Background: an optimization exercise with open tools, aiming at small area and a short achievable clock period. Do not read the settings as production practice. Function was checked by simulation only, so behaviour that the tests miss may differ from the original. No activity file was given, so power comes from the tool's default toggle rates.

$ cat design/flow/flow/run.sh
#!/bin/bash
# Own layout flow: the standard layout (standard.sh) with
#  - port buffers of buf_2 cells instead of the default delay-buffer cells,
#  - repair_timing aiming for a setup slack of SETUP_MARGIN ns at the design's clock period.
# Each tool's full output goes to a log file in the work folder.
set -euo pipefail
WORK=$(cd "$(dirname "$0")/.." && pwd)
cd "$WORK"
SETUP_MARGIN=$(cat flow/setup_margin.txt)
ORIG=$(grep -o "SYNTH_SCRIPT=[^ ]*" standard.sh | head -1 | cut -d= -f2- | tr -d "'")
test -f "$ORIG"
cat > "$WORK/synth_abc.tcl" <<EOT
proc abc {args} {
  set i [lsearch -exact \$args -script]
  if { \$i >= 0 } {
    lset args [expr {\$i + 1}] $WORK/flow/abc_area_delay.script
  }
  yosys abc {*}\$args
}
source $ORIG
EOT
sed -e "s#SYNTH_SCRIPT=[^ ]*#SYNTH_SCRIPT=$WORK/synth_abc.tcl #" standard.sh > flow_standard.sh
grep -q "SYNTH_SCRIPT=$WORK/synth_abc.tcl" flow_standard.sh
bash flow_standard.sh \
  "BUFFER_PORTS_ARGS=-buffer_cell sky130_fd_sc_hd__buf_2" \
  "SETUP_SLACK_MARGIN=$SETUP_MARGIN" \
  finish > "$WORK/flow_make.log" 2>&1
test -f out/final.def
$ cat design/flow/flow/abc_area_delay.script
&get -n
&st
&dch
&nf
&put
buffer -c
topo
stime -c
upsize -c
dnsize -c
$ cat design/flow/flow/setup_margin.txt
8.3
$ cat design/flow/standard.sh
#!/bin/bash
# synth_recipe.tcl (not shown) runs the flow's synth.tcl, then flattens the netlist and writes it again
# the make line also repeats each setting of config.mk as NAME=value (left out here)
make -C /OpenROAD-flow-scripts/flow DESIGN_CONFIG=/design/flow/config.mk WORK_HOME=/design/flow/orfs CLKGATE_MAP_FILE= SYNTH_SCRIPT=/design/flow/synth_recipe.tcl "${@:-finish}"
$ cat design/flow/config.mk
export PLATFORM = sky130hd
export DESIGN_NAME = Processor
export DESIGN_NICKNAME = Processor
export VERILOG_FILES = /design/flow/design.v
export SDC_FILE = /design/flow/constraint.sdc
export NUM_CORES = 4
export LEC_CHECK = 0
export CAP_MARGIN = 20
export CORE_MARGIN = 2
export CORE_UTILIZATION = 40
export CTS_CLUSTER_DIAMETER = 100
export CTS_CLUSTER_SIZE = 20
export PLACE_DENSITY = 0.6
export SLEW_MARGIN = 20
$ cat design/flow/constraint.sdc
create_clock -name core_clock -period 12.0 [get_ports {clk}]
set_input_delay 2.4000 -clock core_clock [delete_from_list [all_inputs] [get_ports {clk}]]
set_output_delay 2.4000 -clock core_clock [all_outputs]
set_load 0.01 [all_outputs]
$ cat design/flow/design.v
module Processor(clk, rst, interrupt, in_port, imem_addr, imem_data, dmem_re, dmem_we, dmem_addr, dmem_wdata, dmem_rdata, out_valid, out_port);
    input clk, rst, interrupt;
    input [15:0] in_port;
    output [31:0] imem_addr;
    input  [15:0] imem_data;
    output dmem_re, dmem_we;
    output [10:0] dmem_addr;
    output [15:0] dmem_wdata;
    input  [15:0] dmem_rdata;
    output out_valid;
    output [15:0] out_port;
    reg [31:0] pc;
    reg [15:0] ret_hi;        
    reg [15:0] sp;
    reg        fC, fN, fZ;    
    reg        zpend;         
    reg [1:0]  int_st;
    reg [2:0]  ret_st, reti_st;
    reg        in_seq;        
    reg [15:0] rf [0:7];
    reg        fd_int;
    reg [15:0] fd_instr;
    reg [31:0] fd_pc;         
    reg        de_mr, de_mw;
    reg [1:0]  de_as;
    reg [2:0]  de_ds;
    reg [1:0]  de_bt;
    reg        de_call;
    reg        de_sum, de_pass, de_not, de_or, de_and, de_shl, de_shr;
    reg        de_yuse, de_yinv, de_yones, de_cin;
    reg        de_fsetc, de_fkeep;
    reg        de_fe;
    reg        de_spw, de_fw, de_wbsel, de_rw;
    reg [1:0]  de_plh;
    reg        de_out;
    reg        de_fa, de_fb;  
    reg [15:0] de_x, de_y;    
    reg [3:0]  de_sh;
    reg [2:0]  de_dst;
    reg        em_re, em_we;
    reg [10:0] em_addr;
    reg [15:0] em_wd;
    reg [15:0] em_alu;
    reg        em_spw, em_fw, em_wbsel, em_rw;
    reg [1:0]  em_plh;
    reg [2:0]  em_dst;
    reg        em_out;
    reg [15:0] mw_wd;
    reg        mw_fw, mw_out;
    wire [15:0] wdn = em_wbsel ? dmem_rdata : em_alu;
    wire [15:0] sp_n = em_spw ? em_alu : sp;
    wire zf_last = (em_alu == 16'b0);
    wire Z = zpend ? zf_last : fZ;
    wire BRANCH = (de_bt == 2'd1 && Z) || (de_bt == 2'd2 && fN) || (de_bt == 2'd3 && fC);
    wire [5:0] opcode = fd_instr[15:10];
    wire [2:0] f_src  = fd_instr[9:7];
    wire [2:0] f_dst  = fd_instr[6:4];
    wire [3:0] f_sh   = fd_instr[3:0];
    wire intr  = |int_st || fd_int;
    wire retm  = !intr && (|ret_st || opcode == 6'b100110);
    wire retim = !intr && !retm && (|reti_st || opcode == 6'b100111);
    wire call2 = !intr && !retm && !retim && de_call;
    wire norm  = !intr && !retm && !retim && !de_call;
    wire cu_t0 = intr && int_st == 2'd0;
    wire cu_t1 = intr && int_st == 2'd1;
    wire cu_t2 = intr && int_st == 2'd2;
    wire cu_t3 = retm && ret_st == 3'd0;
    wire cu_t4 = retm && ret_st == 3'd1;
    wire cu_t5 = retm && ret_st == 3'd2;
    wire cu_t6 = retm && ret_st == 3'd3;
    wire cu_t7 = retm && ret_st == 3'd4;
    wire cu_t8 = retm && ret_st == 3'd5;
    wire cu_t9 = retim && reti_st == 3'd0;
    wire cu_t10 = retim && reti_st == 3'd2;
    wire cu_t11 = retim && reti_st == 3'd3;
    wire cu_t12 = retim && reti_st == 3'd1;
    wire cu_t13 = retim && reti_st == 3'd4;
    wire cu_t14 = retim && reti_st == 3'd5;
    wire cu_t15 = call2;
    wire cu_t16 = norm && opcode == 6'b000000;
    wire cu_t17 = norm && opcode == 6'b000001;
    wire cu_t18 = norm && opcode == 6'b000010;
    wire cu_t19 = norm && opcode == 6'b000011;
    wire cu_t20 = norm && opcode == 6'b000100;
    wire cu_t21 = norm && opcode == 6'b000101;
    wire cu_t22 = norm && opcode == 6'b111100;
    wire cu_t23 = norm && opcode == 6'b110001;
    wire cu_t24 = norm && opcode == 6'b010111;
    wire cu_t25 = norm && opcode == 6'b011000;
    wire cu_t26 = norm && opcode == 6'b011001;
    wire cu_t27 = norm && opcode == 6'b011010;
    wire cu_t28 = norm && opcode == 6'b010110;
    wire cu_t29 = norm && opcode == 6'b011011;
    wire cu_t30 = norm && opcode == 6'b011111;
    wire cu_t31 = norm && opcode == 6'b010010;
    wire cu_t32 = norm && opcode == 6'b010011;
    wire cu_t33 = norm && opcode == 6'b010100;
    wire cu_t34 = norm && opcode == 6'b100000;
    wire cu_t35 = norm && opcode == 6'b100001;
    wire cu_t36 = norm && opcode == 6'b100010;
    wire cu_t37 = norm && opcode == 6'b100100;
    wire cu_t38 = norm && opcode == 6'b001100;
    wire cu_t39 = norm && opcode == 6'b110011;
    wire cu_t40 = norm && opcode == 6'b100101;
    wire cu_t41 = norm && opcode != 6'b000000 && opcode != 6'b000001 && opcode != 6'b000010 && opcode != 6'b000011 && opcode != 6'b000100 && opcode != 6'b000101 && opcode != 6'b111100 && opcode != 6'b110001 && opcode != 6'b010111 && opcode != 6'b011000 && opcode != 6'b011001 && opcode != 6'b011010 && opcode != 6'b010110 && opcode != 6'b011011 && opcode != 6'b011111 && opcode != 6'b010010 && opcode != 6'b010011 && opcode != 6'b010100 && opcode != 6'b100000 && opcode != 6'b100001 && opcode != 6'b100010 && opcode != 6'b100100 && opcode != 6'b001100 && opcode != 6'b110011 && opcode != 6'b100101;
    wire fdE = cu_t2 | cu_t8 | cu_t14 | cu_t15 | cu_t16 | cu_t17 | cu_t18 | cu_t19 | cu_t20 | cu_t21 | cu_t22 | cu_t23 | cu_t24 | cu_t25 | cu_t26 | cu_t27 | cu_t28 | cu_t29 | cu_t30 | cu_t31 | cu_t32 | cu_t33 | cu_t34 | cu_t35 | cu_t36 | cu_t37 | cu_t38 | cu_t39 | cu_t41;
    wire pcE = cu_t1 | cu_t2 | cu_t7 | cu_t8 | cu_t13 | cu_t14 | cu_t15 | cu_t16 | cu_t17 | cu_t18 | cu_t19 | cu_t20 | cu_t21 | cu_t22 | cu_t23 | cu_t24 | cu_t25 | cu_t26 | cu_t27 | cu_t28 | cu_t29 | cu_t30 | cu_t31 | cu_t32 | cu_t33 | cu_t34 | cu_t35 | cu_t36 | cu_t37 | cu_t38 | cu_t39 | cu_t40 | cu_t41;
    wire flush = cu_t31 | cu_t37;
    wire [1:0] jsel;
    assign jsel[0] = cu_t7 | cu_t13 | cu_t37 | cu_t40;
    assign jsel[1] = cu_t1 | cu_t7 | cu_t13;
    wire [6:0] MEMc;
    assign MEMc[0] = cu_t2 | cu_t15 | cu_t22;
    assign MEMc[1] = cu_t0 | cu_t2 | cu_t40;
    assign MEMc[2] = cu_t1 | cu_t15 | cu_t40;
    assign MEMc[3] = cu_t0 | cu_t1 | cu_t2 | cu_t15 | cu_t22 | cu_t33 | cu_t40;
    assign MEMc[4] = cu_t0 | cu_t1 | cu_t2 | cu_t3 | cu_t4 | cu_t9 | cu_t10 | cu_t11 | cu_t15 | cu_t22 | cu_t23 | cu_t40;
    assign MEMc[5] = cu_t0 | cu_t1 | cu_t2 | cu_t15 | cu_t22 | cu_t33 | cu_t40;
    assign MEMc[6] = cu_t3 | cu_t4 | cu_t9 | cu_t10 | cu_t11 | cu_t23 | cu_t32;
    wire [12:0] EXc;
    assign EXc[0] = cu_t0 | cu_t1 | cu_t2 | cu_t3 | cu_t4 | cu_t9 | cu_t10 | cu_t11 | cu_t15 | cu_t17 | cu_t18 | cu_t19 | cu_t20 | cu_t21 | cu_t22 | cu_t23 | cu_t24 | cu_t25 | cu_t26 | cu_t27 | cu_t28 | cu_t29 | cu_t30 | cu_t31 | cu_t38 | cu_t39 | cu_t40;
    assign EXc[1] = cu_t17 | cu_t18 | cu_t19 | cu_t20 | cu_t21 | cu_t24 | cu_t25 | cu_t26 | cu_t27 | cu_t29 | cu_t30;
    assign EXc[2] = cu_t29 | cu_t30;
    assign EXc[3] = cu_t0 | cu_t1 | cu_t2 | cu_t3 | cu_t4 | cu_t9 | cu_t10 | cu_t11 | cu_t15 | cu_t22 | cu_t23 | cu_t39 | cu_t40;
    assign EXc[4] = cu_t0 | cu_t1 | cu_t2 | cu_t3 | cu_t4 | cu_t9 | cu_t10 | cu_t11 | cu_t15 | cu_t22 | cu_t23 | cu_t31 | cu_t40;
    assign EXc[5] = cu_t3 | cu_t4 | cu_t9 | cu_t10 | cu_t11 | cu_t18 | cu_t19 | cu_t21 | cu_t23 | cu_t25 | cu_t26 | cu_t30;
    assign EXc[6] = cu_t0 | cu_t1 | cu_t2 | cu_t15 | cu_t17 | cu_t18 | cu_t22 | cu_t24 | cu_t25 | cu_t26 | cu_t27 | cu_t35 | cu_t36 | cu_t37 | cu_t40;
    assign EXc[7] = cu_t0 | cu_t1 | cu_t2 | cu_t3 | cu_t4 | cu_t9 | cu_t10 | cu_t11 | cu_t15 | cu_t19 | cu_t22 | cu_t23 | cu_t26 | cu_t27 | cu_t28 | cu_t31 | cu_t38 | cu_t39 | cu_t40;
    assign EXc[8] = cu_t0 | cu_t1 | cu_t2 | cu_t3 | cu_t4 | cu_t9 | cu_t10 | cu_t11 | cu_t15 | cu_t17 | cu_t18 | cu_t22 | cu_t23 | cu_t29 | cu_t30 | cu_t35 | cu_t36 | cu_t37 | cu_t38 | cu_t40;
    assign EXc[9] = cu_t40;
    assign EXc[10] = cu_t34 | cu_t36;
    assign EXc[11] = cu_t35 | cu_t36;
    assign EXc[12] = cu_t37;
    wire [5:0] WBc;
    assign WBc[0] = cu_t9 | cu_t10 | cu_t19 | cu_t20 | cu_t21 | cu_t23 | cu_t24 | cu_t25 | cu_t26 | cu_t27 | cu_t28 | cu_t29 | cu_t30 | cu_t31 | cu_t32 | cu_t39;
    assign WBc[1] = cu_t4 | cu_t10;
    assign WBc[2] = cu_t3 | cu_t4 | cu_t9 | cu_t10;
    assign WBc[3] = cu_t3 | cu_t4 | cu_t9 | cu_t10 | cu_t11 | cu_t23 | cu_t32;
    assign WBc[4] = cu_t11;
    assign WBc[5] = cu_t0 | cu_t1 | cu_t2 | cu_t3 | cu_t4 | cu_t9 | cu_t10 | cu_t11 | cu_t15 | cu_t22 | cu_t23 | cu_t40;
    wire outc = cu_t38;
    wire [1:0] int_n;
    assign int_n[0] = cu_t0;
    assign int_n[1] = cu_t1;
    wire [2:0] ret_n;
    assign ret_n[0] = cu_t3 | cu_t5 | cu_t7;
    assign ret_n[1] = cu_t4 | cu_t5;
    assign ret_n[2] = cu_t6 | cu_t7;
    wire [2:0] reti_n;
    assign reti_n[0] = cu_t10 | cu_t11 | cu_t13;
    assign reti_n[1] = cu_t9 | cu_t10;
    assign reti_n[2] = cu_t12 | cu_t13;
    wire hazard_pop = (ret_st == 3'd0) && (reti_st == 3'd0);
    wire load_use = de_mr && ((de_dst == f_src) || (de_dst == f_dst)) && hazard_pop;
    wire sel = BRANCH || load_use;
    wire special = in_seq || opcode == 6'b100110 || opcode == 6'b100111;
    wire swap = !in_seq && (opcode == 6'b000011 || opcode == 6'b000100 || opcode == 6'b000101 || opcode == 6'b001100);
    wire [2:0]  xa = swap ? f_dst : f_src;
    wire [15:0] rx = rf[xa];
    wire [15:0] ry = rf[f_dst];
    wire sp_op = special || opcode == 6'b111100 || opcode == 6'b110001 || opcode == 6'b100101;
    wire spw_c = sp_op;
    wire xf_em = (xa == de_dst && de_rw) || (spw_c && de_spw);
    wire xf_mw = xa == em_dst && em_rw;
    wire y_raw = special || opcode == 6'b100000 || opcode == 6'b100001 || opcode == 6'b100010 || opcode == 6'b100101;
    wire yf_em = f_dst == de_dst && de_rw && !y_raw;
    wire yf_mw = f_dst == em_dst && em_rw && !y_raw;
    reg [15:0] x_in;
    always @(*) begin
        if (xf_mw) x_in = wdn;
        else if (sp_op) x_in = sp_n;                         
        else if (opcode == 6'b110011) x_in = fd_pc[15:0];    
        else if (opcode == 6'b010010) x_in = imem_data;      
        else x_in = rx;
    end
    wire [3:0] aop = EXc[8:5];
    wire aen = EXc[0] && !sel;
    wire c_sum = aen && (aop <= 4'd3 || aop == 4'd13 || aop == 4'd14);
    reg [15:0] y_in;
    always @(*) begin
        if (yf_mw) y_in = wdn;
        else case (MEMc[2:0])
            3'd3, 3'd5: y_in = fd_pc[31:16];
            3'd4, 3'd6: y_in = fd_pc[15:0];
            default: y_in = ry;
        endcase
    end
    wire [15:0] X = de_fa ? em_alu : de_x;
    wire [15:0] Y = de_fb ? em_alu : de_y;
    wire [15:0] yadd = de_yuse ? (Y ^ {16{de_yinv}}) : {16{de_yones}};
    wire [15:0] ag = X & yadd;
    wire [15:0] ap = X ^ yadd;
    wire [15:0] pg [0:4];
    wire [15:0] pp [0:4];
    assign pg[0] = {ag[15:1], ag[0] | (ap[0] & de_cin)};
    assign pp[0] = ap;
    genvar gl, gi;
    generate
        for (gl = 1; gl <= 4; gl = gl + 1) begin : sk_level
            for (gi = 0; gi < 16; gi = gi + 1) begin : sk_bit
                if ((gi >> (gl - 1)) % 2 == 1) begin : sk_merge
                    localparam integer J = ((gi >> (gl - 1)) << (gl - 1)) - 1;
                    assign pg[gl][gi] = pg[gl-1][gi] | (pp[gl-1][gi] & pg[gl-1][J]);
                    assign pp[gl][gi] = pp[gl-1][gi] & pp[gl-1][J];
                end else begin : sk_pass
                    assign pg[gl][gi] = pg[gl-1][gi];
                    assign pp[gl][gi] = pp[gl-1][gi];
                end
            end
        end
    endgenerate
    wire [16:0] carry = {pg[4], de_cin};
    wire [16:0] sum = {carry[16], ap ^ carry[15:0]};
    function [15:0] rev16(input [15:0] v);
        integer i;
        for (i = 0; i < 16; i = i + 1) rev16[i] = v[15 - i];
    endfunction
    wire [15:0] sh_in = de_shl ? rev16(X) : X;
    wire [16:0] sh_out = {sh_in, 1'b0} >> de_sh;    
    wire [15:0] sh = sh_out[16:1];
    wire [15:0] res = ({16{de_sum}} & sum[15:0]) | ({16{de_pass}} & X) | ({16{de_not}} & ~X)
                    | ({16{de_or}} & (X | Y)) | ({16{de_and}} & (X & Y))
                    | ({16{de_shl}} & rev16(sh)) | ({16{de_shr}} & sh);
    wire sub_like = de_yinv | de_yones;
    wire aC = (de_sum & ~sub_like & sum[16]) | (de_shl & X[15]) | (de_shr & X[0]) | de_fsetc;
    wire aN = (de_sum & sub_like & ~sum[16]) | (de_shl & sh_out[0]) | (de_fkeep & fN);
    wire alu_fw = de_fe && !mw_fw;    
    reg [10:0] addr_n;
    reg [15:0] wd_n;
    always @(*) begin
        case (de_as)
            2'd1: addr_n = Y[10:0];
            2'd2: addr_n = sum[10:0];    
            default: addr_n = X[10:0];
        endcase
        case (de_ds)
            3'd0: wd_n = X;
            3'd2: wd_n = {13'b0, fC, fN, Z};
            default: wd_n = Y;
        endcase
    end
    wire [31:0] pc_plus = pc + 32'd1;
    reg [31:0] pc_in;
    always @(*) begin
        if (BRANCH) pc_in = {16'b0, de_y};
        else case (jsel)
            2'd0: pc_in = pc_plus;
            2'd1: pc_in = {16'b0, ry};
            2'd2: pc_in = 32'b0;
            default: pc_in = {ret_hi, mw_wd};
        endcase
    end
    wire pc_en = pcE && !load_use;
    wire fd_en = fdE && !load_use;
    wire [15:0] instr = (flush || BRANCH) ? 16'b0 : imem_data;
    assign imem_addr = pc;
    always @(posedge clk) begin
        if (rst) begin
            pc <= 32'd32;
            int_st <= 2'b0; ret_st <= 3'b0; reti_st <= 3'b0; in_seq <= 1'b0;
            fd_int <= 1'b0; fd_instr[15:10] <= 6'b0;
            de_mr <= 1'b0; de_mw <= 1'b0; de_bt <= 2'b0; de_call <= 1'b0; de_fe <= 1'b0;
            de_spw <= 1'b0; de_fw <= 1'b0; de_wbsel <= 1'b0; de_rw <= 1'b0; de_plh <= 2'b0; de_out <= 1'b0;
            em_re <= 1'b0; em_we <= 1'b0; em_spw <= 1'b0; em_fw <= 1'b0; em_wbsel <= 1'b0; em_rw <= 1'b0;
            em_plh <= 2'b0; em_out <= 1'b0;
            mw_fw <= 1'b0; mw_out <= 1'b0;
        end else begin
            if (pc_en) pc <= pc_in;
            int_st <= int_n; ret_st <= ret_n; reti_st <= reti_n;
            in_seq <= |int_n || |ret_n || |reti_n || (fd_en ? interrupt : fd_int) || (!sel && EXc[9]);
            if (fd_en) begin
                fd_int <= interrupt;
                fd_instr[15:10] <= instr[15:10];
            end
            de_mr <= sel ? 1'b0 : MEMc[6];
            de_mw <= sel ? 1'b0 : MEMc[5];
            de_bt <= sel ? 2'b0 : EXc[11:10];
            de_call <= sel ? 1'b0 : EXc[9];
            de_fe <= sel ? 1'b0 : EXc[1];
            de_spw <= sel ? 1'b0 : WBc[5];
            de_fw <= sel ? 1'b0 : WBc[4];
            de_wbsel <= sel ? 1'b0 : WBc[3];
            de_plh <= sel ? 2'b0 : WBc[2:1];
            de_rw <= sel ? 1'b0 : WBc[0];
            de_out <= outc;
            em_re <= de_mr;
            em_we <= de_mw & ~de_mr;
            em_spw <= de_spw; em_fw <= de_fw; em_wbsel <= de_wbsel; em_rw <= de_rw;
            em_plh <= de_plh; em_out <= de_out;
            mw_fw <= em_fw; mw_out <= em_out;
        end
    end
    reg rst_q;
    always @(posedge clk) rst_q <= rst;
    always @(posedge clk) begin
        if (rst_q) begin
            ret_hi <= 16'b0;
            sp <= 16'd2047;
            fC <= 1'b0; fN <= 1'b0; fZ <= 1'b0; zpend <= 1'b0;
        end else begin
            if (em_plh == 2'b10) ret_hi <= wdn;
            sp <= sp_n;
            if (em_fw) begin
                {fC, fN, fZ} <= wdn[2:0];
                zpend <= 1'b0;
            end else begin
                if (alu_fw) begin fC <= aC; fN <= aN; end
                fZ <= Z;
                zpend <= alu_fw && !de_fkeep;
            end
        end
    end
    wire [15:0] rf_d = rst_q ? 16'b0 : wdn;
    wire [7:0]  rf_we = rst_q ? 8'hff : (em_rw ? (8'b1 << em_dst) : 8'b0);
    integer ri;
    always @(posedge clk)
        for (ri = 0; ri < 8; ri = ri + 1)
            if (rf_we[ri]) rf[ri] <= rf_d;
    always @(posedge clk) begin
        if (fd_en) begin
            fd_instr[9:0] <= instr[9:0];
            if (interrupt) fd_pc <= pc;
            else if (imem_data[15:10] == 6'b100101) fd_pc <= pc_plus;    
            else fd_pc <= {pc[31:16], in_port};
        end
        de_sum <= c_sum;
        de_pass <= aen && (aop == 4'd4 || aop == 4'd12);
        de_not <= aen && aop == 4'd5;
        de_or <= aen && aop == 4'd6;
        de_and <= aen && aop == 4'd7;
        de_shl <= aen && aop == 4'd8;
        de_shr <= aen && aop == 4'd9;
        de_yuse <= aop == 4'd2 || aop == 4'd3;
        de_yinv <= aop == 4'd3;
        de_yones <= aop == 4'd1 || aop == 4'd14;
        de_cin <= aop == 4'd0 || aop == 4'd3 || aop == 4'd13;
        de_fsetc <= aop == 4'd10;
        de_fkeep <= aop == 4'd10 || aop == 4'd11;
        de_fa <= xf_em; de_fb <= yf_em;
        de_x <= x_in; de_y <= y_in; de_sh <= f_sh; de_dst <= f_dst;
        de_as <= MEMc[4:3]; de_ds <= MEMc[2:0];
        em_addr <= addr_n; em_wd <= wd_n; em_alu <= res; em_dst <= de_dst;
        mw_wd <= wdn;
    end
    assign dmem_re = em_re;
    assign dmem_we = em_we;
    assign dmem_addr = em_addr;
    assign dmem_wdata = em_wd;
    assign out_valid = mw_out;
    assign out_port = mw_wd;
endmodule
==> results of run 1 <==
## worst paths after layout
| check | start | to | slack, ns | depth (start not counted) |
|---|---|---|---|---|
| max reg2reg | de_fa | em_alu[8] | 8.39 | 11 |
| min reg2reg | fd_instr[3] | de_sh[3] | 0.35 | 0 |
| max | pc[24] | imem_addr[24] | 8.33 | 1 |
| min | fd_instr[3] | de_sh[3] | 0.35 | 0 |
## cell usage in the layout (no fill, tap or decap), types with 21 or more instances in the layout
cell,Yosys,routed
nor2_1,214,208
dfxtp_1,228,200
a21oi_1,188,187
nand2_1,185,183
edfxtp_1,170,170
buf_2,20,128
o21ai_0,86,84
a22oi_1,77,76
inv_1,72,71
mux2i_1,76,59
buf_4,2,51
nand3_1,46,46
nand2b_1,39,39
a211oi_1,41,39
xnor2_1,38,38
nor3_1,36,34
o221ai_1,35,34
a221oi_1,29,29
and3_1,29,29
nor2b_1,27,26
dfxtp_2,0,25
a31oi_1,24,24
clkbuf_16,0,24
xor2_1,23,23
nand4_1,21,21
## area by class of cell
type / instances / share of cell area
multi-input combinational: 1531 / 0.445
sequential: 398 / 0.428
timing repair buffer: 182 / 0.0470
tap: 672 / 0.0370
clock buffer: 35 / 0.0283
inverter: 72 / 0.0119
clock inverter: 4 / 0.00320
## cell families (layout without fill, tap and decap cells)
group | count (synthesis) | count (layout) | share of synthesized area
AOI/OAI and AO/OA | 639 | 639 | 0.213
and+or+nand+nor | 707 | 708 | 0.171
xor gates and xnor gates | 61 | 61 | 0.0262
buffers and inverters | 225 | 293 | 0.0441
muxes | 98 | 98 | 0.0533
adders and majority gates | 25 | 25 | 0.0172
DFF | 398 | 398 | 0.474
## where the power goes
group / total (mW) / internal, mW / switching (mW)
clock network: 0.866 / 0.390 / 0.476
registers: 2.31 / 1.86 / 0.447
logic: 3.21 / 1.17 / 2.04
total: 6.38 / 3.42 / 2.96
## per-layer routing
| metal | GRT usage | routed length [µm] |
|---|---|---|
| met4 | 0.120 | 3900 |
| met5 | 0 | 13 |
| met1 | 0.378 | 30300 |
| met2 | 0.434 | 34100 |
| met3 | 0.0319 | 6750 |
## timing repair
item,in CTS,in global routing
buffers inserted,8,13
endpoints found under the setup margin,141,89
gates resized for setup,34,46
pin swaps,2,3
endpoints found under the hold margin,0,0
cloned,1,0
## state kept, by name, indices dropped and copies added, names as in the netlist, 4 cells and up
signal    flops
de_y         16
rf          128
de_sh         4
pc           32
em_alu       16
fd_instr     16
em_addr      11
mw_wd        16
sp           16
ret_hi       16
em_wd        16
de_x         16
fd_pc        32
## per-stage QoR
step           instances   util  instance area, µm²
2_1_floorplan       2153      -               20400
3_3_place_gp        2833  0.429               21600
3_5_place_dp        2833  0.429               21600
4_1_cts             2881  0.446               22400
5_1_grt             2894  0.451               22700
6_report            2894  0.451               22700
==> metrics.yaml, run 1 <==
status: "timing/DRC/antenna clean"
cp.buffers_inverters: 1
num_rows: 82
clkLatencyLatePin_ns: 0.61
cp_data_required_time_ns: 9.60
start_util: 0.405
synthesis.area_um2: 20400
drv_cap: 0
postLayoutSetupSlackWorst_ns: 8.33
ys_types: 85
path_clk_slew_ns: 0.09
yosysMostFrequentCell: "dfxtp_1"
synthFlopType: "dfxtp_1"
die_w_um: 230
gp_congestion: 0.943
synth_edf_count: 170
power_mw: 6.38
max_freq_mhz: 273
num_io_pins: 129
drive_above_1_share: 0.163
pre_cts_ws_ns: 7.51
clock_sink_count: 398
async_flop_share: 0
grtUsageTotal: 0.274
crit_type: "reg -> out"
crit_arrival_ns: 1.27
grt_start_max_net_pins: 64
syn_to_final_growth_pct: 11.4
finalSetupTns_ns: 0
worstPathMaxFanout: 7
crit_family: "flip-flops"
skew_ns: 0.0349
max_slew_margin: 0.196
rsz0062_at_grt: "yes"
seqCellArea_um2: 9710
tritoncts: "built"
p_per_area_nw_per_um2: 281
vias_per_cell: 6.28
ys_seq_elements: 398
postRouteAntennaNets: 0
yosysWarningCount: 2
drt_iter0_drc: 2508
setup_violations: 0
fillers: 4896
leakagePower_nw: 8.52
syn-instance-count: 2153
coreArea_um2: 50300
synthTopCellsByArea: "edfxtp_1 25%, dfxtp_1 22%, a21oi_1 4.6%"
yosys.area.top_type: "edfxtp_1"
post-route-drc-count: 0
ys_top_cells_by_count: "228 x dfxtp_1, 214 x nor2_1, 188 x a21oi_1"
die_h_um: 230
tightest_slew_ns: 1.20
routed_wirelength_mm: 75.1
syn_nets: 2229
grt_pass1_wl_mm: 110
final_nets: 2285
overflow: 0
htree_levels: 1
diodes: 0
cp_slowest_cell: "dfxtp_1"
slew_viol_final: 0
numCtsBuffers: 24
finalHoldViolCount: 0
port_buffers: 128
yosysSeqAreaShare: 0.474
antenna_found_initial: 2
wl_per_cell_um: 25.9
firstDrtPassIters: 6
crit_path_end_kind: "output port"
die_area_um2: 52800
syn_area_per_cell_um2: 9.47
hpwl_mm: 53.7
cp_slowest_stage_delay_ns: 0.48
whs_ns: 0.348
ir_drop_uv: 237
period_needed_ns: 3.67
vias: 18200
crit_chain: "buf_2"
multi_input_area_um2: 10100
synth_top_cell_area_share: 0.250
cts_root_buf: "clkbuf_16"
cp-start-kind: "flop"
ctsHoldBuffers: 0
grt_pass1_vias: 16800
cts_buffer_depth: 3
min_period_over_period: 0.306
hold_class: "reg -> reg"
==> run 2, diff against run 1 <==
--- a/design/flow/design.v
+++ b/design/flow/design.v
@@ -322,4 +322,3 @@
             if (interrupt) fd_pc <= pc;
-            else if (imem_data[15:10] == 6'b100101) fd_pc <= pc_plus;    
-            else fd_pc <= {pc[31:16], in_port};
+            else fd_pc <= {pc_plus[31:16], imem_data[14] ? in_port : pc_plus[15:0]};
         end
==> metrics.yaml, run 2 <==
drt_iter0_drc: 2522
r2r_setup_slack_ns: 8.34
status: "timing/DRC/antenna clean"
finalCoreUtilization: 0.458
clock_sink_count: 398
diodes: 0
overflow: 0
synth_top_cell_area_share: 0.251
clkLatencyLatePin_ns: 0.61
largest_reg_flops: 128
ys_seq_elements: 398
hold_class: "reg -> reg"
cp_slowest_cell: "dfxtp_2"
max_freq_mhz: 271
r2r_end: "de_x[15]"
leakagePower_nw: 8.64
worstSetupPathDepth: 1
min_path_cells: 0
p_comb_frac: 0.528
slew_viol_final: 0
vias: 18500
setup_violations: 0
wl_per_cell_um: 27.8
synthFlopType: "dfxtp_1"
period_needed_ns: 3.68
layout_common_cells: "193 x nand2_1, 191 x nor2_1, 189 x dfxtp_1"
syn_to_final_growth_pct: 13.0
min_period_over_period: 0.307
crit_chain: "buf_2"
final_common_cell: "nand2_1"
firstDrtPassIters: 10
yosys.area.top_type: "edfxtp_1"
synth_edf_count: 170
hold_path_end: "de_sh[1]"
start_util: 0.406
async_flop_share: 0
regMostFlops: "rf"
cp_data_required_time_ns: 9.60
cp-start-kind: "flop"
cts_buffer_depth: 3
postLayoutSetupSlackWorst_ns: 8.32
grt_pass1_wl_mm: 118
p_per_area_nw_per_um2: 294
worstPathMaxFanout: 9
finalInstanceArea_um2: 23000
ir_drop_uv: 133
max_slew_margin: 0.256
final_nets: 2309
crit_path_end_kind: "output port"
tightest_slew_ns: 1.08
skew_ns: 0.0397
hold_start: "fd_instr[1]"
vias_per_cell: 6.35
antenna_found_initial: 1
p_sw_mw: 3.22
crit_type: "reg -> out"
crit_arrival_ns: 1.28
r2r-start: "fd_instr[10]"
finalSetupTns_ns: 0
reg_top3: "rf (128), fd_pc (32), pc (32)"
path_clk_slew_ns: 0.09
seq_power_share: 0.344
ys_top_cells_by_count: "228 x dfxtp_1, 193 x nand2_1, 192 x nor2_1"
pre_cts_ws_ns: 7.26
num_rows: 82
ys_types: 81
syn_nets: 2230
die_area_um2: 52700
num_io_pins: 129
cp_slowest_stage_delay_ns: 0.49
finalHoldViolCount: 0
sw_frac_of_total: 0.476
numCtsBuffers: 24
die_w_um: 230
postRouteAntennaNets: 0
synthTopCellsByArea: "edfxtp_1 25%, dfxtp_1 22%, mux2i_1 3.8%"
cp.buffers_inverters: 1
r2r_cells: 10
grtUsageTotal: 0.300
gp_congestion: 0.984
yosysSeqAreaShare: 0.475
port_buffers: 128
crit_family: "flip-flops"
drive_above_1_share: 0.166
grt_pass1_vias: 17500
htree_levels: 1
p_clk_frac: 0.128
placed_cells: 2835
routed_wirelength_mm: 81.1
synthesis.area_um2: 20400
syn-instance-count: 2154
cts_root_buf: "clkbuf_16"
hpwl_mm: 57.9
yosysMostFrequentCell: "dfxtp_1"
rsz0062_at_grt: "yes"
fin_cells: 2921
tritoncts: "built"
grt_start_max_net_pins: 66
die_h_um: 230
drv_cap: 0
yosysWarningCount: 2
place_area_um2: 21600
post-route-drc-count: 0
p_int_mw: 3.54
coreArea_um2: 50200
syn_area_per_cell_um2: 9.45
run 2: cell count changes after synthesis, sizes merged, moves of 15 or more:
cell and change:
a21oi -46, a222oi +18, clkbuf +15, nor2 -22
o21ai +33, o221ai -16
run 2: routing by layer:
metal  share of wire  global-route usage  up-vias
met5         0.00014                   0        -
met4           0.061               0.152        2
met3            0.10              0.0530      232
met2            0.43               0.457     1195
met1            0.41               0.408     8937
li1                -                   -     8181
run 2: area by class of cell:
class | count | area, µm²
Clock inverter | 4 | 58.8
Multi-Input combinational cell | 1525 | 9990
Timing Repair inverter | 3 | 22.5
Timing Repair Buffer | 209 | 1420
Sequential cell | 398 | 9740
Tap cell | 672 | 841
Clock buffer | 38 | 653
Inverter | 72 | 274
Fill cell | 4759 | 27200
run 2: power by group through the flow:
| stage | registers, mW | clock network (mW) | logic (mW) |
|---|---|---|---|
| final | 2.33 | 0.864 | 3.57 |
| after global placement | 2.32 | 0 | 3.08 |
| after floorplan | 2.05 | 0 | 2.12 |
| after detailed placement | 2.32 | 0 | 3.11 |
| after CTS | 2.29 | 0.871 | 3.38 |
| after global routing | 2.35 | 0.925 | 3.79 |
run 2: cell families (layout without fill, tap and decap cells):
kind of cell / Yosys count / in the layout / share of synthesized area
simple gates: 724 / 725 / 0.180
compound gates: 618 / 618 / 0.205
flops: 398 / 398 / 0.475
buf+inv: 232 / 326 / 0.0445
mux: 99 / 99 / 0.0537
xor+xnor: 58 / 58 / 0.0250
fa+ha+maj: 25 / 25 / 0.0172
run 2: timing repair:
action	CTS	global route
setup endpoints to repair	139	130
setup buffers	35	5
pin swaps	7	2
hold buffers	0	0
cloned	4	0
resized for setup	40	43
run 2: through the flow:
stage	hold slack [ns]	power [mW]
4_1_cts	0.347	6.54
2_1_floorplan	0.323	4.16
3_3_place_gp	0.326	5.40
6_report	0.346	6.76
3_5_place_dp	0.327	5.43
5_1_grt	0.353	7.06
run 2: how the worst max path moves through the flow:
stage / startpoint / to / slack, ns
final: pc[10] / imem_addr[10] / 8.32
after global routing: fd_instr[14] / in_seq / 8.28
after CTS: em_alu[0] / fC / 8.22
after detailed placement: de_fa / fC / 7.26
after global placement: de_fa / fC / 7.34
after floorplan: de_fb / em_alu[8] / 8.35
==> run 3, diff against run 2 <==
==> design/flow/flow/setup_margin.txt (replaced) <==
8.4
==> metrics.yaml, run 3 <==
regMostFlops: "rf"
async_flop_share: 0
num_io_pins: 129
coreArea_um2: 50200
finalHoldViolCount: 0
hpwl_mm: 58.2
multi_input_area_um2: 10100
largest_reg_flops: 128
whs_ns: 0.345
met3_usage: 0.0420
worstPathMaxFanout: 2
ys_seq_elements: 398
skew_ns: 0.0436
setup.worst_path.start: "mw_wd[10]"
place_area_um2: 21500
post-route-drc-count: 0
diodes: 0
wl_per_cell_um: 28.0
min_period_over_period: 0.299
numCtsBuffers: 24
hold_class: "reg -> reg"
postRouteAntennaNets: 0
vias: 18700
yosysMostFrequentCell: "dfxtp_1"
cts_buffer_depth: 3
setup_violations: 0
reg_top3: "rf (128), fd_pc (32), pc (32)"
firstDrtPassIters: 7
grtUsageMet1: 0.416
period_needed_ns: 3.58
synthTopCellsByArea: "edfxtp_1 25%, dfxtp_1 22%, mux2i_1 3.8%"
drv_cap: 0
grtUsageTotal: 0.300
tritoncts: "built"
clock_sink_count: 398
cp-start-kind: "flop"
fin_cells: 2932
cp.buffers_inverters: 1
placed_cells: 2829
ys_top_cells_by_count: "228 x dfxtp_1, 193 x nand2_1, 192 x nor2_1"
yosysSeqAreaShare: 0.475
crit_path_end_kind: "output port"
max_freq_mhz: 279
cts_root_buf: "clkbuf_16"
fillers: 4765
routed_wirelength_mm: 82.0
power_mw: 6.65
clkLatencyLatePin_ns: 0.61
overflow: 0
ys_types: 81
synth_edf_count: 170
start_util: 0.406
num_rows: 82
grt_start_max_net_pins: 66
synth_top_cell_area_share: 0.251
rsz0062_at_grt: "yes"
ir_drop_uv: 145
die_h_um: 230
cp_slowest_stage_delay_ns: 0.41
crit_family: "flip-flops"
grt_pass1_wl_mm: 118
yosys.area.top_type: "edfxtp_1"
ctsHoldBuffers: 0
syn_nets: 2230
path_clk_slew_ns: 0.08
die_area_um2: 52700
vias_per_cell: 6.39
gr-usage-met2: 0.470
htree_levels: 1
seqCellArea_um2: 9820
tightest_slew_ns: 1.13
syn_to_final_growth_pct: 14.1
slew_viol_final: 0
crit_chain: "buf_2"
r2r-start: "em_alu[4]"
port_buffers: 128
die_w_um: 230
cp_slowest_cell: "dfxtp_1"
final_nets: 2321
crit_type: "reg -> out"
synthesis.area_um2: 20400
top_usage_layer: "met2"
max_slew_margin: 0.227
finalInstanceArea_um2: 23200
yosysWarningCount: 2
syn-instance-count: 2154
antenna_found_initial: 0
crit_arrival_ns: 1.18
layout_common_cells: "192 x nand2_1, 190 x nor2_1, 176 x dfxtp_1"
synthFlopType: "dfxtp_1"
status: "timing/DRC/antenna clean"
final_common_cell: "nand2_1"
leakagePower_nw: 8.73
finalSetupTns_ns: 0
drt_iter0_drc: 3110
drive_above_1_share: 0.186
grt_pass1_vias: 17400
cp_data_required_time_ns: 9.60
syn_area_per_cell_um2: 9.45
hold_start: "fd_instr[0]"
p_per_area_nw_per_um2: 286
gp_congestion: 0.957
## run 3: cell counts after synthesis
No cell type changed its count.
## run 3: cell type report
class,instances,share of cell area
clock buffer,36,0.0278
clock inverter,5,0.00259
inverter,72,0.0118
multi-input combinational,1524,0.435
sequential,398,0.423
tap,672,0.0362
timing repair buffer,222,0.0623
timing repair inverter,3,0.000970
## run 3: power by group
part	switching [mW]	internal, mW
clock network	0.479	0.381
logic	2.22	1.25
registers	0.458	1.86
total	3.16	3.49
## run 3: cell families (layout without fill, tap and decap cells)
kind of cell / count (synthesis) / count (layout) / share of synthesized area
simple gates: 724 / 724 / 0.180
compound gates: 618 / 618 / 0.205
flops: 398 / 398 / 0.475
buf+inv: 232 / 338 / 0.0445
mux: 99 / 99 / 0.0537
xor+xnor: 58 / 58 / 0.0250
fa+ha+maj: 25 / 25 / 0.0172
## run 3: path summary, 6_finish.rpt
| path | to | slack, ns | depth (start not counted) |
|---|---|---|---|
| worst max-delay path | out_port[10] | 8.42 | 1 |
| worst min-delay path | de_sh[0] | 0.34 | 0 |
| worst max register to register | em_alu[8] | 8.50 | 12 |
| worst min register to register | de_sh[0] | 0.34 | 0 |
## run 3: per-layer routing
metal  routed length [µm]  vias to the layer above  part of all wire
met5                    0                        -                 0
met4                 4360                        0             0.053
met3                 7920                      203             0.097
met2                36300                     1215              0.44
met1                33500                     9113              0.41
li1                     -                     8210                 -
## run 3: what timing repair did
action	4_1_cts	5_1_grt
pin swaps	8	17
buffers inserted	35	23
gates resized for setup	91	72
setup endpoints to repair	167	132
cloned	3	1
## run 3: metrics by stage
stage | setup WS [ns] | util
2_1_floorplan | 8.40 | -
3_3_place_gp | 7.72 | 0.429
3_5_place_dp | 7.64 | 0.429
4_1_cts | 8.27 | 0.454
5_1_grt | 8.30 | 0.463
6_report | 8.42 | 0.463
==> run 4, diff against run 3 <==
==> design/flow/flow/abc_area_delay.script (replaced) <==
&get -n
&st
&dch -f
&nf
&put
buffer -c
topo
stime -c
upsize -c
dnsize -c
==> metrics.yaml, run 4 <==
path_clk_slew_ns: 0.10
rsz0062_at_grt: "yes"
reg_top3: "rf (128), fd_pc (32), pc (32)"
antenna_found_initial: 2
cp_slowest_stage_delay_ns: 0.42
cp_data_required_time_ns: 9.60
ir_drop_uv: 182
yosysMostFrequentCell: "dfxtp_1"
synthFlopType: "dfxtp_1"
largest_reg_flops: 128
clkLatencyLatePin_ns: 0.59
gp_congestion: 0.968
layout_common_cells: "224 x nand2_1, 188 x nor2_1, 183 x dfxtp_1"
grt_pass1_wl_mm: 111
p_comb_frac: 0.508
routed_wirelength_mm: 75.5
grt_start_max_net_pins: 66
htree_levels: 1
synthesis.area_um2: 20200
cp.buffers_inverters: 1
crit_arrival_ns: 1.18
die_w_um: 229
sw_frac_of_total: 0.464
cts_buffer_depth: 3
ys_seq_elements: 398
finalInstanceArea_um2: 22800
wl_per_cell_um: 26.3
pre_cts_ws_ns: 7.39
tightest_slew_ns: 1.21
status: "timing/DRC/antenna clean"
async_flop_share: 0
period_needed_ns: 3.58
place_area_um2: 21300
slew_viol_final: 0
grtUsageTotal: 0.280
ys_types: 84
vias: 18100
crit_path_end_kind: "output port"
cp_slowest_cell: "dfxtp_1"
synthTopCellsByArea: "edfxtp_1 25%, dfxtp_1 23%, nand2_1 4.2%"
p_clk_frac: 0.137
yosysSeqAreaShare: 0.480
drt_iter0_drc: 2485
max_freq_mhz: 279
leakagePower_nw: 8.51
r2r-start: "fd_instr[10]"
r2r_cells: 13
hold_start: "fd_instr[2]"
min_period_over_period: 0.298
p_int_mw: 3.41
port_buffers: 128
crit_chain: "buf_2"
setup_violations: 0
num_io_pins: 129
hpwl_mm: 53.0
syn-instance-count: 2131
coreArea_um2: 50000
min_path_cells: 0
grt_pass1_vias: 16700
crit_type: "reg -> out"
cts_root_buf: "clkbuf_16"
postRouteAntennaNets: 0
syn_to_final_growth_pct: 12.9
vias_per_cell: 6.28
ctsHoldBuffers: 0
numCtsBuffers: 24
seq_power_share: 0.355
regMostFlops: "rf"
worstPathMaxFanout: 2
crit_family: "flip-flops"
overflow: 0
die_area_um2: 52200
p_sw_mw: 2.95
max_slew_margin: 0.171
final_nets: 2262
finalSetupTns_ns: 0
drv_cap: 0
num_rows: 82
firstDrtPassIters: 8
post-route-drc-count: 0
p_per_area_nw_per_um2: 279
die_h_um: 229
tritoncts: "built"
yosys.area.top_type: "edfxtp_1"
synth_top_cell_area_share: 0.253
yosysWarningCount: 2
syn_nets: 2207
r2r_end: "de_x[6]"
synth_edf_count: 170
syn_area_per_cell_um2: 9.46
postLayoutSetupSlackWorst_ns: 8.42
start_util: 0.404
ys_top_cells_by_count: "228 x dfxtp_1, 226 x nand2_1, 195 x nor2_1"
r2r_setup_slack_ns: 8.43
final_common_cell: "nand2_1"
power_mw: 6.36
hold_path_end: "de_sh[2]"
drive_above_1_share: 0.173
clock_sink_count: 398
finalHoldViolCount: 0
worstSetupPathDepth: 1
skew_ns: 0.0257
hold_class: "reg -> reg"
cp-start-kind: "flop"
-- run 4: cell types whose count changed in the layout (fill, tap and decap cells not counted), sizes merged, moves of 8 or more --
| cell | delta |
|---|---|
| a22oi | +21 |
| a221oi | -19 |
| inv | -8 |
| mux2 | +8 |
| nor3 | -19 |
| a211oi | -18 |
| o211ai | +10 |
| buf | -36 |
| nand2 | +33 |
| nor2b | -11 |
-- run 4: kinds of logic (layout without fill, tap and decap cells) --
family	after synthesis	count (layout)	share of synthesized area
and+or+nand+nor	701	701	0.169
xor gates and xnor gates	61	61	0.0265
adders and majority gates	25	25	0.0174
buffers and inverters	220	292	0.0428
other	0	1	0
AOI/OAI and AO/OA	624	624	0.211
DFF	398	398	0.480
muxes	102	102	0.0537
-- run 4: area by class of cell --
class,instances,area [µm²]
Multi-Input combinational cell,1513,9950
Fill cell,4755,27200
Sequential cell,398,9780
Clock buffer,41,686
Inverter,63,236
Clock inverter,2,25.0
Timing Repair Buffer,186,1240
Antenna cell,1,2.50
Tap cell,672,841
-- run 4: metal layers --
metal  up-vias  global-route usage  share of wire
met2      1160               0.447           0.46
met4         2              0.0964          0.040
met5         -                   0        0.00024
met1      8737               0.389           0.40
met3       146              0.0378          0.099
li1       8019                   -              -
-- run 4: worst max path at each step --
stage	startpoint	end
floorplan	de_fb	em_alu[13]
global placement	de_fb	fC
detailed placement	de_fb	fC
CTS	de_yuse	fC
global route	fd_instr[10]	de_x[10]
finish	mw_wd[9]	out_port[9]
-- run 4: metrics by stage --
step,hold slack [ns],util,instances
CTS,0.347,0.449,2863
floorplan,0.323,-,2131
finish,0.346,0.456,2876
global placement,0.331,0.426,2798
global route,0.356,0.455,2875
detailed placement,0.327,0.426,2798
-- run 4: power by group through the flow --
stage               Combinational, mW  Sequential [mW]  Clock (mW)
floorplan                        2.03             2.02           0
global placement                 2.91             2.24           0
detailed placement               2.92             2.25           0
CTS                              3.07             2.23       0.879
global route                     3.45             2.29       0.928
finish                           3.23             2.26       0.869
-- run 4: repair_timing --
action,CTS,global route
pin swaps,11,12
endpoints found under the setup margin,162,117
cloned,0,0
gates resized for setup,75,54
buffers inserted,22,12
-- run 4: worst register-to-register path: cells and delay by family (launching register included) --
| kind | cells | cell delay, ns |
|---|---|---|
| and+or+nand+nor | 4 | 1.15 |
| AOI/OAI and AO/OA | 5 | 1.14 |
| muxes | 1 | 0.25 |
| DFF | 1 | 0.41 |
| buffers and inverters | 3 | 0.46 |
==> run 5, diff against run 4 <==
==> design/flow/flow/setup_margin.txt (replaced) <==
8.5
==> metrics.yaml, run 5 <==
ys_types: 84
largest_reg_flops: 128
num_rows: 82
postLayoutSetupSlackWorst_ns: 8.47
overflow: 0
final_common_cell: "nand2_1"
ys_seq_elements: 398
yosysMostFrequentCell: "dfxtp_1"
synthFlopType: "dfxtp_1"
pre_cts_ws_ns: 7.53
placed_cells: 2808
skew_ns: 0.0348
cp_data_required_time_ns: 9.60
leakagePower_nw: 8.97
max_freq_mhz: 283
tritoncts: "built"
synth-compound-area-share: 0.211
crit_path_end_kind: "output port"
reg_top3: "rf (128), fd_pc (32), pc (32)"
power_mw: 6.61
sw_frac_of_total: 0.463
worstPathMaxFanout: 2
p_int_mw: 3.55
final_nets: 2336
die_w_um: 229
yosys.area_share.simple: 0.169
numCtsBuffers: 24
p_comb_frac: 0.532
wl_per_cell_um: 26.8
setup.worst_path.start: "em_re"
cts_root_buf: "clkbuf_16"
synth_xor_area_frac: 0.0265
fillers: 4722
vias_per_cell: 6.29
seqCellArea_um2: 9860
cts_buffer_depth: 3
grt_pass1_wl_mm: 115
tightest_slew_ns: 1.12
num_io_pins: 129
grtUsageTotal: 0.289
start_util: 0.404
grt_start_max_net_pins: 66
htree_levels: 1
synth-adder-area-share: 0.0174
syn_nets: 2207
synth_edf_count: 170
crit_type: "reg -> out"
syn_area_per_cell_um2: 9.46
slew_viol_final: 0
finalSetupTns_ns: 0
die_area_um2: 52200
syn-instance-count: 2131
async_flop_share: 0
period_needed_ns: 3.53
ctsHoldBuffers: 0
finalHoldViolCount: 0
layout_common_cells: "224 x nand2_1, 186 x nor2_1, 170 x edfxtp_1"
fin_cells: 2947
hold_start: "fd_instr[2]"
p_per_area_nw_per_um2: 278
finalCoreUtilization: 0.475
hpwl_mm: 54.0
ir_drop_uv: 159
antenna_found_initial: 1
seq_power_share: 0.338
synth_mux_area_frac: 0.0537
r2r-start: "de_fb"
rsz0062_at_grt: "yes"
synth_top_family_by_area: "compound AO/OA/AOI/OAI gates"
firstDrtPassIters: 8
finalInstanceArea_um2: 23700
clock_sink_count: 398
vias: 18500
synth_top_cell_area_share: 0.253
ys_top_cells_by_count: "228 x dfxtp_1, 226 x nand2_1, 195 x nor2_1"
yosys.area.top_type: "edfxtp_1"
min_period_over_period: 0.294
setup_violations: 0
regMostFlops: "rf"
yosysSeqAreaShare: 0.480
p_sw_mw: 3.06
cp-start-kind: "flop"
drv_cap: 0
port_buffers: 128
path_clk_slew_ns: 0.10
p_clk_frac: 0.130
syn_to_final_growth_pct: 17.7
coreArea_um2: 50000
clkLatencyLatePin_ns: 0.61
drive_above_1_share: 0.211
postRouteAntennaNets: 0
crit_arrival_ns: 1.13
die_h_um: 229
whs_ns: 0.366
synthesis.area_um2: 20200
place_area_um2: 21400
drt_iter0_drc: 2570
gp_congestion: 0.950
status: "timing/DRC/antenna clean"
max_slew_margin: 0.230
synthTopCellsByArea: "edfxtp_1 25%, dfxtp_1 23%, nand2_1 4.2%"
post-route-drc-count: 0
yosysWarningCount: 2
routed_wirelength_mm: 79.0
multi_input_area_um2: 10000
hold_class: "reg -> reg"
grt_pass1_vias: 17400
diodes: 0
[run 5: cell counts after synthesis]
Identical to the previous run, type by type.
[run 5: what timing repair did]
item,CTS,global route
endpoints found under the setup margin,190,111
cloned,0,3
gates resized for setup,163,65
pin swaps,15,37
buffers inserted,66,29
[run 5: layout make-up]
cell class	count	share of cell area
multi-input combinational	1513	0.422
inverter	63	0.00996
timing repair buffer	260	0.0878
tap	672	0.0354
clock inverter	4	0.00264
sequential	398	0.415
clock buffer	37	0.0274
[run 5: final timing paths]
check	end	slack, ns	depth (start not counted)
max	dmem_re	8.47	2
min	de_sh[2]	0.37	0
max reg2reg	em_alu[13]	8.50	16
min reg2reg	de_sh[2]	0.37	0
[run 5: cell families (layout without fill, tap and decap cells)]
group | Yosys count | in the layout
adders and majority gates | 25 | 25
muxes | 102 | 102
xor gates and xnor gates | 61 | 61
DFF | 398 | 398
AOI/OAI and AO/OA | 624 | 624
and+or+nand+nor | 701 | 701
buffers and inverters | 220 | 364
[run 5: per-layer routing]
metal  share of wire  GRT usage  up-vias
li1                -          -     8165
met1            0.40      0.395     8961
met2            0.44      0.453     1190
met3            0.10     0.0494      210
met4           0.051      0.120        2
met5         0.00014          0        -
[run 5: critical path: stages, from the launching register on]
cell and delay, ns:
dfxtp_2 0.33, buf_12 0.11, buf_6 0.11
[run 5: power by group through the flow]
stage | registers (mW) | clock network (mW) | logic (mW)
after detailed placement | 2.24 | 0 | 2.93
after CTS | 2.22 | 0.868 | 3.18
after global placement | 2.24 | 0 | 2.91
final | 2.24 | 0.859 | 3.51
after global routing | 2.27 | 0.917 | 3.71
after floorplan | 2.03 | 0 | 2.04
==> run 6, diff against run 5 <==
==> design/flow/flow/abc_area_delay.script (replaced) <==
&get -n
&st
&dch
&nf
&put
buffer -c
topo
stime -c
upsize -c
dnsize -c
==> design/flow/flow/setup_margin.txt (replaced) <==
8.4
--- a/design/flow/config.mk
+++ b/design/flow/config.mk
@@ -10,4 +10,4 @@
 export CORE_UTILIZATION = 40
-export CTS_CLUSTER_DIAMETER = 100
-export CTS_CLUSTER_SIZE = 20
+export CTS_CLUSTER_DIAMETER = 110
+export CTS_CLUSTER_SIZE = 25
 export PLACE_DENSITY = 0.6
==> metrics.yaml, run 6 <==
diodes: 0
cts_root_buf: "clkbuf_16"
tritoncts: "built"
wl_per_cell_um: 28.0
clkLatencyLatePin_ns: 0.59
cts_buffer_depth: 3
htree_levels: 1
largest_reg_flops: 128
final_nets: 2308
regMostFlops: "rf"
hpwl_mm: 58.2
tightest_slew_ns: 1.11
finalSetupTns_ns: 0
routed_wirelength_mm: 81.7
layout_common_cells: "192 x nand2_1, 190 x nor2_1, 177 x dfxtp_1"
coreArea_um2: 50200
cp_slowest_stage_delay_ns: 0.42
yosysMostFrequentCell: "dfxtp_1"
numCtsBuffers: 21
max_slew_margin: 0.239
post-route-drc-count: 0
whs_ns: 0.350
ir_drop_uv: 177
drt_iter0_drc: 3074
finalHoldViolCount: 0
yosysWarningCount: 2
fillers: 4806
num_io_pins: 129
period_needed_ns: 3.60
syn_area_per_cell_um2: 9.45
synthesis.area_um2: 20400
antenna_found_initial: 2
die_h_um: 230
grtUsageTotal: 0.299
drv_cap: 0
syn_nets: 2230
cp-start-kind: "flop"
synth_top_cell_area_share: 0.251
yosys.area.top_type: "edfxtp_1"
grt_pass1_vias: 17400
cp.buffers_inverters: 1
cp_data_required_time_ns: 9.60
crit_chain: "buf_2"
grt_pass1_wl_mm: 118
worstPathMaxFanout: 2
reg_top3: "rf (128), fd_pc (32), pc (32)"
ys_top_cells_by_count: "228 x dfxtp_1, 193 x nand2_1, 192 x nor2_1"
synth_edf_count: 170
synthTopCellsByArea: "edfxtp_1 25%, dfxtp_1 22%, mux2i_1 3.8%"
ys_seq_elements: 398
start_util: 0.406
grt_start_max_net_pins: 66
postRouteAntennaNets: 0
min_period_over_period: 0.300
path_clk_slew_ns: 0.10
firstDrtPassIters: 10
die_area_um2: 52700
skew_ns: 0.0286
vias_per_cell: 6.35
gp_congestion: 0.957
setup_violations: 0
die_w_um: 230
crit_family: "flip-flops"
slew_viol_final: 0
yosysSeqAreaShare: 0.475
finalCoreUtilization: 0.459
crit_type: "reg -> out"
syn-instance-count: 2154
crit_arrival_ns: 1.20
status: "timing/DRC/antenna clean"
vias: 18500
hold_class: "reg -> reg"
drive_above_1_share: 0.181
final_common_cell: "nand2_1"
syn_to_final_growth_pct: 13.1
ys_types: 81
cp_slowest_cell: "dfxtp_2"
clock_sink_count: 398
overflow: 0
max_freq_mhz: 278
ctsHoldBuffers: 0
p_per_area_nw_per_um2: 287
port_buffers: 128
leakagePower_nw: 8.63
synthFlopType: "dfxtp_1"
num_rows: 82
rsz0062_at_grt: "yes"
crit_path_end_kind: "output port"
async_flop_share: 0
run 6: cell types whose count changed after synthesis, sizes merged, moves of 9 or more:
cell | before | now
a211oi | 37 | 55
a221oi | 18 | 37
a22oi | 90 | 69
inv | 63 | 72
nand2 | 226 | 193
nor2b | 18 | 29
nor3 | 36 | 55
o211ai | 20 | 10
run 6: final timing paths:
kind	slack, ns	from	end	cells after the start
setup / recovery	8.40	mw_wd[13]	out_port[13]	1
hold / removal	0.35	fd_instr[0]	de_sh[0]	0
setup reg to reg	8.44	fd_instr[13]	de_x[9]	12
hold reg to reg	0.35	fd_instr[0]	de_sh[0]	0
run 6: where the power goes:
part	switching [mW]	total (mW)	internal, mW
registers	0.463	2.32	1.86
logic	2.21	3.46	1.25
clock network	0.484	0.826	0.342
total	3.15	6.60	3.45
run 6: kinds of logic (layout without fill, tap and decap cells):
kind of cell               count (synthesis)  in the layout  share of synthesized area
adders and majority gates                 25             25                     0.0172
buffers and inverters                    232            323                     0.0445
muxes                                     99             99                     0.0537
xor gates and xnor gates                  58             58                     0.0250
DFF                                      398            398                      0.475
AOI/OAI and AO/OA                        618            618                      0.205
and+or+nand+nor                          724            724                      0.180
run 6: routing by layer:
layer,routed length (µm),share of wire,global-route usage,up-vias
li1,-,-,-,8169
met1,33800,0.41,0.415,9009
met2,36300,0.44,0.469,1162
met3,7620,0.093,0.0452,193
met4,3950,0.048,0.116,2
met5,13,0.00016,0,-
run 6: final cells by class:
| type | instances | area (µm²) | area share |
|---|---|---|---|
| inverter | 72 | 274 | 0.0119 |
| clock buffer | 31 | 563 | 0.0245 |
| timing repair inverter | 3 | 22.5 | 0.000978 |
| timing repair buffer | 212 | 1360 | 0.0591 |
| sequential | 398 | 9800 | 0.426 |
| tap | 672 | 841 | 0.0365 |
| multi-input combinational | 1524 | 10100 | 0.438 |
| clock inverter | 5 | 68.8 | 0.00299 |
run 6: worst register-to-register path: cells and delay by family (launching register included):
family	cells	cell delay [ns]
multiplexers	1	0.36
flip-flops	1	0.40
AND/OR/NAND/NOR	3	1.08
buffers and inverters	3	0.56
AO/OA/AOI/OAI	5	1.09
run 6: per-stage QoR:
stage | std cells | power [mW] | setup slack (ns) | cell area [µm²]
floorplan | 2154 | 4.16 | 8.40 | 20400
CTS | 2901 | 6.37 | 8.28 | 22700
global route | 2917 | 6.91 | 8.32 | 23000
detailed placement | 2829 | 5.36 | 7.64 | 21500
global placement | 2829 | 5.34 | 7.72 | 21500
finish | 2917 | 6.60 | 8.40 | 23000
run 6: repair_timing:
action | in CTS | in global routing
setup endpoints to repair | 167 | 128
gates resized for setup | 83 | 66
gates cloned | 3 | 1
setup buffers | 33 | 15
pin swaps | 9 | 15
==> run 7, diff against run 6 <==
==> design/flow/flow/abc_area_delay.script (replaced) <==
&get -n
&st
&dch -f
&nf
&put
buffer -c
topo
stime -c
upsize -c
dnsize -c
--- a/design/flow/config.mk
+++ b/design/flow/config.mk
@@ -7,8 +7,8 @@
 export LEC_CHECK = 0
-export CAP_MARGIN = 20
+export CAP_MARGIN = 10
 export CORE_MARGIN = 2
 export CORE_UTILIZATION = 40
-export CTS_CLUSTER_DIAMETER = 110
-export CTS_CLUSTER_SIZE = 25
+export CTS_CLUSTER_DIAMETER = 100
+export CTS_CLUSTER_SIZE = 20
 export PLACE_DENSITY = 0.6
-export SLEW_MARGIN = 20
+export SLEW_MARGIN = 10
==> metrics.yaml, run 7 <==
cts_buffer_depth: 3
tightest_slew_ns: 1.28
drt_iter0_drc: 2602
cp.buffers_inverters: 1
ys_types: 84
crit_type: "reg -> out"
routed_wirelength_mm: 76.1
ir_drop_uv: 232
yosysWarningCount: 2
min_period_over_period: 0.300
num_rows: 82
vias: 18200
p_per_area_nw_per_um2: 282
fin_cells: 2881
synth_edf_count: 170
postLayoutSetupSlackWorst_ns: 8.40
cts_root_buf: "clkbuf_16"
hpwl_mm: 53.0
layout_common_cells: "224 x nand2_1, 187 x nor2_1, 182 x dfxtp_1"
yosys.area.top_type: "edfxtp_1"
leakagePower_nw: 8.57
placed_cells: 2798
post-route-drc-count: 0
drv_cap: 0
syn_area_per_cell_um2: 9.46
start_util: 0.404
hold_class: "reg -> reg"
coreArea_um2: 50000
cp-start-kind: "flop"
ys_seq_elements: 398
grt_start_max_net_pins: 66
final_nets: 2269
rsz0062_at_grt: "yes"
cp_slowest_cell: "dfxtp_4"
htree_levels: 1
wl_per_cell_um: 26.4
regMostFlops: "rf"
whs_ns: 0.318
power_mw: 6.45
grt_pass1_vias: 16700
ys_top_cells_by_count: "228 x dfxtp_1, 226 x nand2_1, 195 x nor2_1"
crit_family: "flip-flops"
numCtsBuffers: 24
cp_data_required_time_ns: 9.60
clock_sink_count: 398
path_clk_slew_ns: 0.09
postRouteAntennaNets: 0
vias_per_cell: 6.30
crit_path_end_kind: "output port"
syn_to_final_growth_pct: 13.5
max_slew_margin: 0.148
pre_cts_ws_ns: 7.41
max_freq_mhz: 277
grtUsageTotal: 0.278
period_needed_ns: 3.60
reg_top3: "rf (128), fd_pc (32), pc (32)"
yosysMostFrequentCell: "dfxtp_1"
die_w_um: 229
synthesis.area_um2: 20200
die_area_um2: 52200
finalHoldViolCount: 0
crit_arrival_ns: 1.20
overflow: 0
port_buffers: 128
crit_chain: "buf_2"
num_io_pins: 129
cp_slowest_stage_delay_ns: 0.44
clkLatencyLatePin_ns: 0.62
skew_ns: 0.0501
firstDrtPassIters: 7
die_h_um: 229
async_flop_share: 0
syn-instance-count: 2131
largest_reg_flops: 128
grt_pass1_wl_mm: 111
final_common_cell: "nand2_1"
synthTopCellsByArea: "edfxtp_1 25%, dfxtp_1 23%, nand2_1 4.2%"
syn_nets: 2207
gp_congestion: 0.968
drive_above_1_share: 0.179
antenna_found_initial: 1
synthFlopType: "dfxtp_1"
status: "timing/DRC/antenna clean"
setup_violations: 0
worstPathMaxFanout: 7
finalSetupTns_ns: 0
tritoncts: "built"
synth_top_cell_area_share: 0.253
ctsHoldBuffers: 0
yosysSeqAreaShare: 0.480
slew_viol_final: 0
## run 7: logic make-up after synthesis
family | count (synthesis) | share of synthesized area
AND/OR/NAND/NOR | 701 | 0.169
multiplexers | 102 | 0.0537
adder cells (fa/ha/maj) | 25 | 0.0174
AO/OA/AOI/OAI | 624 | 0.211
XOR/XNOR | 61 | 0.0265
buffers and inverters | 220 | 0.0428
flip-flops | 398 | 0.480
## run 7: through the flow
step / util / area (µm²)
4_1_cts: 0.450 / 22500
2_1_floorplan: - / 20200
3_5_place_dp: 0.426 / 21300
3_3_place_gp: 0.426 / 21300
5_1_grt: 0.458 / 22900
6_report: 0.458 / 22900
## run 7: worst paths after layout
check                from      endpoint  slack, ns  cells after the start
max                 pc[0]  imem_addr[0]       8.40                      1
min           fd_instr[2]      de_sh[2]       0.32                      0
max reg2reg  fd_instr[12]      de_x[12]       8.42                     12
min reg2reg   fd_instr[2]      de_sh[2]       0.32                      0
## run 7: where the power goes
group	switching (mW)	internal [mW]	total (mW)
combinational	2.12	1.19	3.31
clock	0.483	0.409	0.892
sequential	0.406	1.84	2.25
total	3.00	3.44	6.45
## run 7: timing repair
action / in CTS / in global routing
buffers inserted: 24 / 16
resized for setup: 79 / 69
gates cloned: 0 / 1
pin swaps: 9 / 18
setup endpoints to repair: 161 / 137
## run 7: area by class of cell
| class | instances | area [µm²] |
|---|---|---|
| diodes | 1 | 2.50 |
| clock buffers | 38 | 663 |
| clock inverters | 3 | 76.3 |
| fillers | 4755 | 27100 |
| inverters | 63 | 236 |
| multi-input cells | 1513 | 9960 |
| flip-flops and latches | 398 | 9800 |
| well taps | 672 | 841 |
| repair buffers | 193 | 1290 |
## run 7: metal layers
metal | up-vias | GRT usage | wire [µm]
met2 | 1120 | 0.443 | 34200
met4 | 0 | 0.107 | 3720
met3 | 187 | 0.0279 | 7270
met1 | 8829 | 0.390 | 30800
li1 | 8019 | - | -
met5 | - | 0 | 0

[separate check: timing with driven ports]
In the flow no input, the clock included, has a driving cell. The finished layouts below were timed again as built, in two steps. Step 1, drivers: a clkbuf_16 drives clk and a buf_2 each remaining input, both assumed. Step 2, shift: input delay + t, output delay - t, t = (earliest + latest rising clock arrival at the registers) / 2. This alone moves slack from input paths to output paths. a / b / c = no drivers / after step 1 / after step 2; a / b = the first two.
| run | shift t [ns] | setup WS [ns] | hold slack, ns | clock arrival spread, ns |
|---|---|---|---|---|
| run 1 | 0.651 | 8.332 / 8.271 / 7.768 | 0.348 / 0.348 / 0.348 | 0.035 / 0.036 |
| run 2 | 0.648 | 8.316 / 8.255 / 7.854 | 0.346 / 0.346 / 0.346 | 0.040 / 0.040 |
| run 3 | 0.653 | 8.418 / 8.356 / 7.879 | 0.345 / 0.345 / 0.345 | 0.044 / 0.044 |
| run 4 | 0.631 | 8.419 / 8.362 / 7.840 | 0.346 / 0.346 / 0.346 | 0.033 / 0.033 |
| run 5 | 0.647 | 8.468 / 8.409 / 7.909 | 0.366 / 0.366 / 0.366 | 0.036 / 0.036 |
| run 6 | 0.637 | 8.402 / 8.344 / 7.866 | 0.350 / 0.350 / 0.350 | 0.032 / 0.031 |
| run 7 | 0.651 | 8.395 / 8.337 / 7.831 | 0.318 / 0.318 / 0.318 | 0.050 / 0.050 |
After both steps every run listed still meets setup and hold. The setup slack of run 4, which loses most, moves by -0.057 ns with the drivers and by -0.579 ns with both steps.
